This is an optimization exercise on Yosys and OpenROAD, whose aim is small area, not a production implementation. Function was checked by simulation only, so behaviour that the tests miss may differ from the original.

== wip/amber ==
==> flow/design.v (excerpt) <==
module Runner2048 (board_clk, VGA_R, VGA_G, VGA_B, hsync, vsync, clk, blank_n, rst, inputnums);
input board_clk, rst;
input [3:0] inputnums;
output hsync, vsync, clk, blank_n;
output [7:0] VGA_R, VGA_G, VGA_B;
reg a, clk_q;
always @(posedge board_clk or posedge rst)
	if (rst) begin a <= 1'b0; clk_q <= 1'b0; end
	else begin a <= ~a; clk_q <= a; end
assign clk = clk_q;
wire ce = a;
reg [9:0] x, y;
wire x_end = x[9] & x[8] & x[4] & x[3] & x[0];    
wire y_end = y[9] & y[3] & y[2] & y[0];           
always @(posedge board_clk or posedge rst)
	if (rst) begin x <= 10'd0; y <= 10'd0; end
	else if (ce) begin
		x <= x_end ? 10'd0 : x + 10'd1;
		if (x_end) y <= y_end ? 10'd0 : y + 10'd1;
	end
wire sa = (x >= 10'd1) && (x <= 10'd640) && (y < 10'd480);
assign blank_n = sa;
assign hsync = ~((x >= 10'd656) && (x <= 10'd747));
assign vsync = ~((x != 10'd0) ? (y == 10'd490 || y == 10'd491) : (y == 10'd491 || y == 10'd492));
wire cv = (x >= 10'd53) && (x <= 10'd551) && (x != 10'd177) && (x != 10'd302) && (x != 10'd427);
wire rv = (y >= 10'd51) && (y <= 10'd449) && (y != 10'd150) && (y != 10'd250) && (y != 10'd350);
wire [1:0] ci = {x > 10'd302, (x > 10'd177 && x < 10'd302) || x > 10'd427};
wire [1:0] ri = {y > 10'd250, (y > 10'd150 && y < 10'd250) || y > 10'd350};
reg [63:0] B;    
reg [63:0] V;    
reg [2:0] state, NS;
reg tq;
localparam [2:0] START = 3'b000, REVERSETRANSLATE = 3'b001, CHECK = 3'b010,
                 MOVEUP = 3'b100, MOVEDOWN = 3'b101, MOVELEFT = 3'b110, MOVERIGHT = 3'b111;
wire [63:0] BT, VT;    
genvar gr, gc;
generate for (gr = 0; gr < 4; gr = gr + 1) begin : tr
	for (gc = 0; gc < 4; gc = gc + 1) begin : tc
		assign BT[(gc*4+gr)*4 +: 4] = B[(gr*4+gc)*4 +: 4];
  ...
Size in the first run: ~1,400 cells after synthesis, roughly 160 flip-flops, about 34 I/O pins.
==> flow/config.mk <==
export PLATFORM = sky130hd
export DESIGN_NAME = Runner2048
export DESIGN_NICKNAME = Runner2048
export VERILOG_FILES = /design/flow/design.v
export SDC_FILE = /design/flow/constraint.sdc
export NUM_CORES = 4
export LEC_CHECK = 0
export ABC_AREA = 1
export CAP_MARGIN = 0
export CORE_MARGIN = 2
export CORE_UTILIZATION = 40
export PLACE_DENSITY = 0.75
export SLEW_MARGIN = 0
==> flow/constraint.sdc <==
create_clock -name core_clock -period 20.0 [get_ports {board_clk}]
set_input_delay 4.0000 -clock core_clock [delete_from_list [all_inputs] [get_ports {board_clk}]]
set_output_delay 4.0000 -clock core_clock [all_outputs]
set_load 0.01 [all_outputs]
standard.sh (not shown) runs the stock make flow with config.mk's settings and CLKGATE_MAP_FILE= SYNTH_SCRIPT=/design/flow/synth_recipe.tcl, a recipe that flattens the netlist after the stock synthesis.
==> flow/flow/run.sh <==
#!/bin/bash
# Own flow: the standard layout (standard.sh) with these changes:
# - synthesis maps the logic with an area-oriented ABC script (flow/area.abc)
#   in place of ORFS's, and buffers repeated output nets with buf_1; all
#   before ABC (registers, their names and cells) is the standard flow's;
# - the clock tree uses clkbuf_8 and no dummy loads;
# - each port's buffer is a buf_1.
# Each tool's output goes to synth.log and layout.log here (ORFS's own logs
# are under orfs/logs).
set -euo pipefail
W=$(pwd)
# ORFS's synth.tcl with only the ABC script swapped
sed 's#^\(\s*\)log_cmd abc {\*}\$abc_args#\1log_cmd abc {*}[lreplace $abc_args 1 1 '"$W"'/flow/area.abc]#' \
  "$FLOW_HOME/scripts/synth.tcl" > "$W/synth_area.tcl"
grep -q "flow/area.abc" "$W/synth_area.tcl"
# outputs that repeat another output's net get a buf_1 (not buf_4) from insbuf
sed -i 's#^\(\s*\)insbuf -buf {\*}\$::env(MIN_BUF_CELL_AND_PORTS)#\1insbuf -buf sky130_fd_sc_hd__buf_1 A X#' "$W/synth_area.tcl"
grep -q "insbuf -buf sky130_fd_sc_hd__buf_1 A X" "$W/synth_area.tcl"
sed "s#\$::env(SCRIPTS_DIR)/synth.tcl#$W/synth_area.tcl#" synth_recipe.tcl > "$W/synth_recipe_area.tcl"
grep -q "synth_area.tcl" "$W/synth_recipe_area.tcl"
sed "s#SYNTH_SCRIPT=[^ ]*#SYNTH_SCRIPT=$W/synth_recipe_area.tcl#" standard.sh > "$W/standard_area.sh"
grep -q "synth_recipe_area.tcl" "$W/standard_area.sh"
bash "$W/standard_area.sh" synth > "$W/synth.log" 2>&1
# clock tree: no dummy loads, smaller clock buffers
export CTS_ARGS="-sink_clustering_enable -repair_clock_nets -dont_use_dummy_load -buf_list sky130_fd_sc_hd__clkbuf_8"
# ports: each gets a plain buf_1 as its buffer
export BUFFER_PORTS_ARGS="-buffer_cell sky130_fd_sc_hd__buf_1"
bash standard.sh finish > "$W/layout.log" 2>&1
test -f out/final.def
==> flow/flow/area.abc <==
strash
&get -n
&deepsyn -I 1 -J 20
&put
strash
&get -n
&dch -f
&nf -R 1000
&put
Edits applied to the flow inputs when going from wip/amber to wip/umber:
Settings: setting GPL_TIMING_DRIVEN to 0 for the first time; removing PLACE_DENSITY (formerly 0.75).
-- flow/flow/run.sh --
<<< wip/amber, line 7
# - each port's buffer is a buf_1.
>>> wip/umber, line 7
# - each port's buffer is a buf_1;
# - placement is not timing driven.
<<< wip/amber, line 28
>>> wip/umber, line 29
# placement is not timing driven (the design has ample slack), so the buffers
# synthesis put on repeated output nets are removed at floorplan instead
export REMOVE_ABC_BUFFERS=1
[summary]
For count of buffers added by post-CTS timing repair for setup, wip/umber and wip/amber come out practically identical. Across both runs, via density per instance was lower for wip/umber than for wip/amber. Summary of wip/umber over wip/amber: first-pass GRT wire length now sits at about the same level.
Here is what was changed in the inputs of wip/nickel compared with wip/umber.
Settings: setting PLACE_DENSITY to 0.9 for the first time; removing GPL_TIMING_DRIVEN (formerly 0).
-- flow/flow/run.sh --
<<< wip/umber, line 7
# - each port's buffer is a buf_1;
# - placement is not timing driven.
>>> wip/nickel, line 7
# - each port's buffer is a buf_1.
<<< wip/umber, line 29
# placement is not timing driven (the design has ample slack), so the buffers
# synthesis put on repeated output nets are removed at floorplan instead
export REMOVE_ABC_BUFFERS=1
>>> wip/nickel, line 28
Of wip/nickel and wip/umber, wip/nickel shows the lower number of filler instances in the final layout, with wip/umber above it.
Re final core utilization: wip/nickel and wip/umber aren't equal, and the lower value belongs to wip/nickel.
wip/umber -> wip/nickel: via count increased by a few percent
Cell with the largest stage delay on the worst path: a2111oi_0 -> wip/umber, buf_4 -> wip/nickel
#### Input delta (wip/raven over wip/nickel)
Settings: a deleted PLACE_DENSITY that had been 0.9.
- Taking wip/nickel as the reference, in wip/raven number of filler cells placed in the layout moved up, area after detailed placement has remained practically unchanged.
- Summary: with wip/nickel as the reference, detailed-routed wire length on met3 in wip/raven moved down by more than 10%.
- Detailed route, wip/raven vs wip/nickel: via total lower for wip/raven
- When the final numbers for wip/nickel and wip/raven were put side by side, the maximum net fanout on the critical path turned out to be greater in wip/nickel.
- On wip/raven: average wire per cell in the routed design is about 0.34% lower than what wip/nickel gave.
- Lower worst slack after detailed placement was reported by wip/nickel, not wip/raven.
- wip/raven vs wip/nickel — post-route fraction of the period consumed by the critical path dropped 3.5 points.

## separate check: timing with driven ports
No port has a modelled driver above. Below, the same layouts with a new extraction and two added sets of constraints. Step 1 (the two cells are an assumption about what drives the block):
set clk [get_ports {board_clk}]
set_driving_cell -lib_cell sky130_fd_sc_hd__clkbuf_16 $clk
set_driving_cell -lib_cell sky130_fd_sc_hd__buf_2 [delete_from_list [all_inputs] $clk]
Step 2 adds t to the input delays and takes it off the output delays; t is the mean of the earliest and latest rising clock arrival at the registers after step 1. Input paths then give back, and output paths get back, about the clock's delay inside the block. Slacks: ideal / step 1 / step 2; pairs: ideal / step 1.
| run | t (ns) | setup slack, ns | worst setup path after step 2 |
|---|---|---|---|
| wip/amber | 0.508 | 10.796 / 10.796 / 10.796 | register to register |
| wip/umber | 0.534 | 9.875 / 9.875 / 9.875 | register to register |
| wip/nickel | 0.502 | 10.700 / 10.700 / 10.700 | register to register |
| wip/raven | 0.523 | 11.398 / 11.398 / 11.398 | register to register |
After both steps setup and hold are still met in every run listed.
